What follows belongs to an exercise in optimizing a design on an open flow for small area; a production flow would make more cautious choices. In this exercise RTL edits were held to simulation tests only and were not proved equivalent to the original. Power and IR drop assume default switching activity.

== trial 95 ==
==> flow/design.v <==
`timescale 1ns / 1ns
module counter(
	reset,
	count,
	next
);
input reset;
input [5:0] count;
output [5:0] next;
assign next = reset ? 6'd0 : count + 6'd1;
endmodule
`timescale 1ns / 1ns
module sobel(
	pa,
	na,
	pb,
	nb,
	code
);
input  [9:0] pa, na, pb, nb;
output [7:0] code;
wire [6:0] alo, blo;	 
wire sa, sb;		 
wire wa, wb;		 
diff Da(.p(pa), .n(na), .lo(alo), .sign(sa), .wide(wa));
diff Db(.p(pb), .n(nb), .lo(blo), .sign(sb), .wide(wb));
wire ge, cy;
ripple_carry #(6) Cge(.a(alo[6:1]), .b(~blo[6:1]), .ci(alo[0] | ~blo[0]), .co(ge));
ripple_carry #(6) Ccy(.a(alo[6:1]), .b(blo[6:1]), .ci(alo[0] & blo[0]), .co(cy));
wire a_big = sa ^ ((sa ^ sb) ? cy : ge);
wire s = a_big ? sa : sb;
wire sat = wa | wb;
genvar i;
generate for (i = 0; i < 7; i = i + 1) begin : mag
	code_bit M(.a(alo[i]), .b(blo[i]), .a_big(a_big), .sat(sat), .m(code[i+1]));
end endgenerate
assign code[0] = s | sat;
endmodule
module code_bit(
	a,
	b,
	a_big,
	sat,
	m
);
input a, b, a_big, sat;
output m;
assign m = (a_big ? a : b) & ~sat;
endmodule
module diff(
	p,
	n,
	lo,
	sign,
	wide
);
input [9:0] p, n;
output [6:0] lo;
output sign, wide;
wire c7;
assign lo[0] = p[0] ^ n[0];
ripple_add #(6) Lo(.a(p[6:1]), .b(~n[6:1]), .ci(p[0] | ~n[0]), .s(lo[6:1]), .co(c7));
wire [3:0] d = {1'b0, p[9:7]} - {1'b0, n[9:7]};
wire lt = d[3];				 
wire le = d[3] | ~|d[2:0];		 
wire m10 = &d | ~|d;			 
wire z1 = ~d[3] & ~|d[2:1];		 
assign sign = c7 ? lt : le;
assign wide = c7 ? ~m10 : ~z1;
endmodule
module fa(
	a,
	b,
	c,
	s,
	co
);
input a, b, c;
output s, co;
assign {co, s} = a + b + c;
endmodule
module ha(
	a,
	b,
	s,
	co
);
input a, b;
output s, co;
assign {co, s} = a + b;
endmodule
module carry(
	a,
	b,
	c,
	co
);
input a, b, c;
output co;
assign co = (a & b) | (a & c) | (b & c);
endmodule
module ripple_add #(parameter N = 8) (
	input [N-1:0] a,
	input [N-1:0] b,
	input ci,
	output [N-1:0] s,
	output co
);
wire [N:0] c;
assign c[0] = ci;
genvar i;
generate for (i = 0; i < N; i = i + 1) begin : add
	fa F(.a(a[i]), .b(b[i]), .c(c[i]), .s(s[i]), .co(c[i+1]));
end endgenerate
assign co = c[N];
endmodule
module ripple_carry #(parameter N = 8) (
	input [N-1:0] a,
	input [N-1:0] b,
	input ci,
	output co
);
wire [N:0] c;
assign c[0] = ci;
genvar i;
generate for (i = 0; i < N; i = i + 1) begin : add
	carry C(.a(a[i]), .b(b[i]), .c(c[i]), .co(c[i+1]));
end endgenerate
assign co = c[N];
endmodule
module sobel_decode(
	code,
	out
);
input [7:0] code;
output [7:0] out;
wire [6:0] m = code[7:1];
wire s = code[0];
wire [6:0] lower;	 
assign lower[0] = 1'b0;
genvar i;
generate for (i = 1; i < 7; i = i + 1) begin : low
	assign lower[i] = lower[i-1] | m[i-1];
end endgenerate
wire sat = s & ~(lower[6] | m[6]);	 
generate for (i = 0; i < 7; i = i + 1) begin : bits
	decode_bit D(.m(m[i]), .flip(s & lower[i]), .sat(sat), .y(out[i+1]));
end endgenerate
assign out[0] = sat;
endmodule
module decode_bit(
	m,
	flip,
	sat,
	y
);
input m, flip, sat;
output y;
assign y = (m ^ flip) | sat;
endmodule
`timescale 1ns / 1ns
module Top(
	clk,
	data_in,
	data_out,
	element,
	outmatrix
);
input clk, data_in, data_out;
input [7:0] element;
output reg [7:0] outmatrix;
reg loading;		 
reg [5:0] Wadr;		 
reg [5:0] Radr;		 
wire [5:0] Wadr_next, Radr_next;
counter countin(
	.reset(!loading),
	.count(Wadr),
	.next(Wadr_next)
);
counter countout(
	.reset(!data_out),
	.count(Radr),
	.next(Radr_next)
);
always @(posedge clk) begin
	loading <= data_in;
	Wadr <= Wadr_next;
	Radr <= Radr_next;
end
reg [71:0] px;
reg [99:0] qs;
wire [7:0] px1 = px[7:0], px8 = px[63:56], px9 = px[71:64];
wire [7:0] s1, c1;	 
wire [8:0] s2;
wire [7:0] c2;		 
wire [9:0] k;		 
wire [9:0] q0;
genvar i, r, b;
generate for (i = 0; i < 8; i = i + 1) begin : csa
	fa F1(.a(px1[i]), .b(px8[i]), .c(px9[i]), .s(s1[i]), .co(c1[i]));
	if (i > 0)
		fa F2(.a(s1[i]), .b(c1[i-1]), .c(element[i]), .s(s2[i]), .co(c2[i]));
	else
		ha H2(.a(s1[0]), .b(element[0]), .s(s2[0]), .co(c2[0]));
end endgenerate
assign s2[8] = c1[7];
assign q0[0] = s2[0];
ha H(.a(s2[1]), .b(c2[0]), .s(q0[1]), .co(k[2]));
generate for (i = 2; i < 9; i = i + 1) begin : add
	fa F(.a(s2[i]), .b(c2[i-1]), .c(k[i]), .s(q0[i]), .co(k[i+1]));
end endgenerate
assign q0[9] = k[9];
always @(posedge clk) begin
	px <= {px[63:0], element};
	qs <= {qs[89:0], q0};
end
wire [7:0] code;
sobel Sobel(
	.pa(qs[89:80]),
	.na(qs[19:10]),
	.pb(qs[9:0]),
	.nb(qs[99:90]),
	.code(code)
);
wire ins = loading & (|Wadr[5:4]) & (|Wadr[2:1]);
wire [2:0] wrow = Wadr[5:3];
reg [287:0] ring;
generate for (r = 0; r < 6; r = r + 1) begin : rows
	wire put = ins & (wrow == r + 2);
	wire keep = ~put;
	wire [7:0] head;
	for (b = 0; b < 8; b = b + 1) begin : hb
		ao22 H(.a1(put), .a2(code[b]), .b1(keep), .b2(ring[48*r+40+b]), .y(head[b]));
	end
	always @(posedge clk)
		ring[48*r +: 48] <= {ring[48*r +: 40], head};
end endgenerate
reg [2:0] ph, burst_ph;
wire [2:0] ph_next = data_in ? 3'd5 : (ph == 3'd5) ? 3'd0 : ph + 3'd1;
always @(posedge clk) begin
	ph <= ph_next;
	if (!data_out)
		burst_ph <= ph_next;
end
wire [2:0] rrow = Radr[5:3];
wire [2:0] rcol = Radr[2:0];
wire inner_col = (rcol != 3'd0) & (rcol != 3'd7);
wire [5:0] sel_pos, sel_row;
generate for (i = 0; i < 6; i = i + 1) begin : dec
	assign sel_pos[i] = burst_ph == i;
	assign sel_row[i] = inner_col & (rrow == i + 1);
end endgenerate
wire [7:0] rd;
generate for (b = 0; b < 8; b = b + 1) begin : rdbit
	wire [5:0] at_row;
	for (r = 0; r < 6; r = r + 1) begin : row
		sel6 Pos(
			.s(sel_pos),
			.d({ring[48*r+40+b], ring[48*r+32+b], ring[48*r+24+b],
			    ring[48*r+16+b], ring[48*r+8+b], ring[48*r+b]}),
			.y(at_row[r])
		);
	end
	sel6 Row(.s(sel_row), .d(at_row), .y(rd[b]));
end endgenerate
wire [7:0] result;
sobel_decode Dec(
	.code(rd),
	.out(result)
);
always @(posedge clk)
	if (data_out)
		outmatrix <= result;
endmodule
module ao22(
	a1,
	a2,
	b1,
	b2,
	y
);
input a1, a2, b1, b2;
output y;
assign y = (a1 & a2) | (b1 & b2);
endmodule
module sel6(
	s,
	d,
	y
);
input [5:0] s, d;
output y;
wire n0, n1;
sel3n Lo(.s(s[2:0]), .d(d[2:0]), .y(n0));
sel3n Hi(.s(s[5:3]), .d(d[5:3]), .y(n1));
assign y = ~(n0 & n1);
endmodule
module sel3n(
	s,
	d,
	y
);
input [2:0] s, d;
output y;
assign y = ~|(s & d);
endmodule
clock: 6.0 ns
lec_check: 0
cap_margin: 20
core_margin: 2
core_utilization: 70
cts_buf_list: sky130_fd_sc_hd__clkbuf_16
cts_cluster_diameter: 120
cts_cluster_size: 32
slew_margin: 20
synth_hierarchical: 1
run.sh (not shown) runs the stock make flow with config.mk's settings and CLKGATE_MAP_FILE= SYNTH_SCRIPT=/design/flow/synth_recipe.tcl, a recipe that flattens the netlist after the stock synthesis.
Edits applied to the flow inputs when going from trial 95 to build 11:
--- a/flow/design.v
+++ b/flow/design.v
@@ -24,29 +24,30 @@
 wire wa, wb;		 
 diff Da(.p(pa), .n(na), .lo(alo), .sign(sa), .wide(wa));
 diff Db(.p(pb), .n(nb), .lo(blo), .sign(sb), .wide(wb));
 wire ge, cy;
-ripple_carry #(6) Cge(.a(alo[6:1]), .b(~blo[6:1]), .ci(alo[0] | ~blo[0]), .co(ge));
-ripple_carry #(6) Ccy(.a(alo[6:1]), .b(blo[6:1]), .ci(alo[0] & blo[0]), .co(cy));
+ripple_carry #(7) Cge(.a(alo), .b(~blo), .ci(1'b1), .co(ge));
+ripple_carry #(7) Ccy(.a(alo), .b(blo), .ci(1'b0), .co(cy));
 wire a_big = sa ^ ((sa ^ sb) ? cy : ge);
 wire s = a_big ? sa : sb;
 wire sat = wa | wb;
 genvar i;
 generate for (i = 0; i < 7; i = i + 1) begin : mag
-	code_bit M(.a(alo[i]), .b(blo[i]), .a_big(a_big), .sat(sat), .m(code[i+1]));
+	code_bit M(.a(alo[i]), .b(blo[i]), .a_big(a_big), .s(s), .sat(sat), .m(code[i+1]));
 end endgenerate
 assign code[0] = s | sat;
 endmodule
 module code_bit(
 	a,
 	b,
 	a_big,
+	s,
 	sat,
 	m
 );
-input a, b, a_big, sat;
+input a, b, a_big, s, sat;
 output m;
-assign m = (a_big ? a : b) & ~sat;
+assign m = ((a_big ? a : b) ^ s) | sat;
 endmodule
 module diff(
 	p,
 	n,
@@ -57,10 +58,9 @@
 input [9:0] p, n;
 output [6:0] lo;
 output sign, wide;
 wire c7;
-assign lo[0] = p[0] ^ n[0];
-ripple_add #(6) Lo(.a(p[6:1]), .b(~n[6:1]), .ci(p[0] | ~n[0]), .s(lo[6:1]), .co(c7));
+ripple_add #(7) Lo(.a(p[6:0]), .b(~n[6:0]), .ci(1'b1), .s(lo), .co(c7));
 wire [3:0] d = {1'b0, p[9:7]} - {1'b0, n[9:7]};
 wire lt = d[3];				 
 wire le = d[3] | ~|d[2:0];		 
 wire m10 = &d | ~|d;			 
@@ -133,31 +133,10 @@
 	out
 );
 input [7:0] code;
 output [7:0] out;
-wire [6:0] m = code[7:1];
-wire s = code[0];
-wire [6:0] lower;	 
-assign lower[0] = 1'b0;
-genvar i;
-generate for (i = 1; i < 7; i = i + 1) begin : low
-	assign lower[i] = lower[i-1] | m[i-1];
-end endgenerate
-wire sat = s & ~(lower[6] | m[6]);	 
-generate for (i = 0; i < 7; i = i + 1) begin : bits
-	decode_bit D(.m(m[i]), .flip(s & lower[i]), .sat(sat), .y(out[i+1]));
-end endgenerate
-assign out[0] = sat;
-endmodule
-module decode_bit(
-	m,
-	flip,
-	sat,
-	y
-);
-input m, flip, sat;
-output y;
-assign y = (m ^ flip) | sat;
+wire [7:0] v = {1'b0, code[7:1]} + {7'd0, code[0]};
+assign out = v[7] ? 8'hff : {v[6:0], 1'b0};
 endmodule
 `timescale 1ns / 1ns
 module Top(
 	clk,
Notes after the runs:
Of trial 95 and build 11, the lower number of cells on the critical path belongs to build 11. Sort trial 95 and build 11 by total iterations of the first detailed-routing run asc -> top: trial 95. Final estimated routing congestion in global placement, trial 95 and build 11, lower one = trial 95. Taking trial 95 as the reference, in build 11 number of clock sinks stayed essentially flat, portion of total power attributed to the clock network saw a decrease, peak supply drop went up, clock skew down 0.011 ns, cell count increased about 1.7%. Critical path data required time (higher): build 11. Taking trial 95 as the reference, in build 11 count of multi-input combinational gates moved up; growth of design area from synthesis to finish moved up; total power moved up. | met1 track demand over resource in global routing | build 11 vs trial 95 | ≈ equal |.

## port drivers added, routing unchanged
How much do the figures lean on ideal ports? The routed layouts below were timed once more, with nothing changed but the port constraints. Step 1, drivers: a clkbuf_16 drives clk and a buf_2 each remaining input, both assumed. Step 2, shift: input delay + t, output delay - t, t = (earliest + latest rising clock arrival at the registers) / 2. This alone moves slack from input paths to output paths. a / b / c = ideal / step 1 / step 2; a / b = the first two.
run | t (ns) | setup slack, ns | worst setup path after step 2
trial 95 | 0.558 | 0.615 / 0.615 / 0.442 | input to register
build 11 | 0.573 | 0.310 / 0.310 / 0.310 | register to register
After both steps every run listed still meets setup and hold. The setup slack of trial 95, which loses most, moves by 0.000 ns with the drivers and by -0.173 ns with both steps.
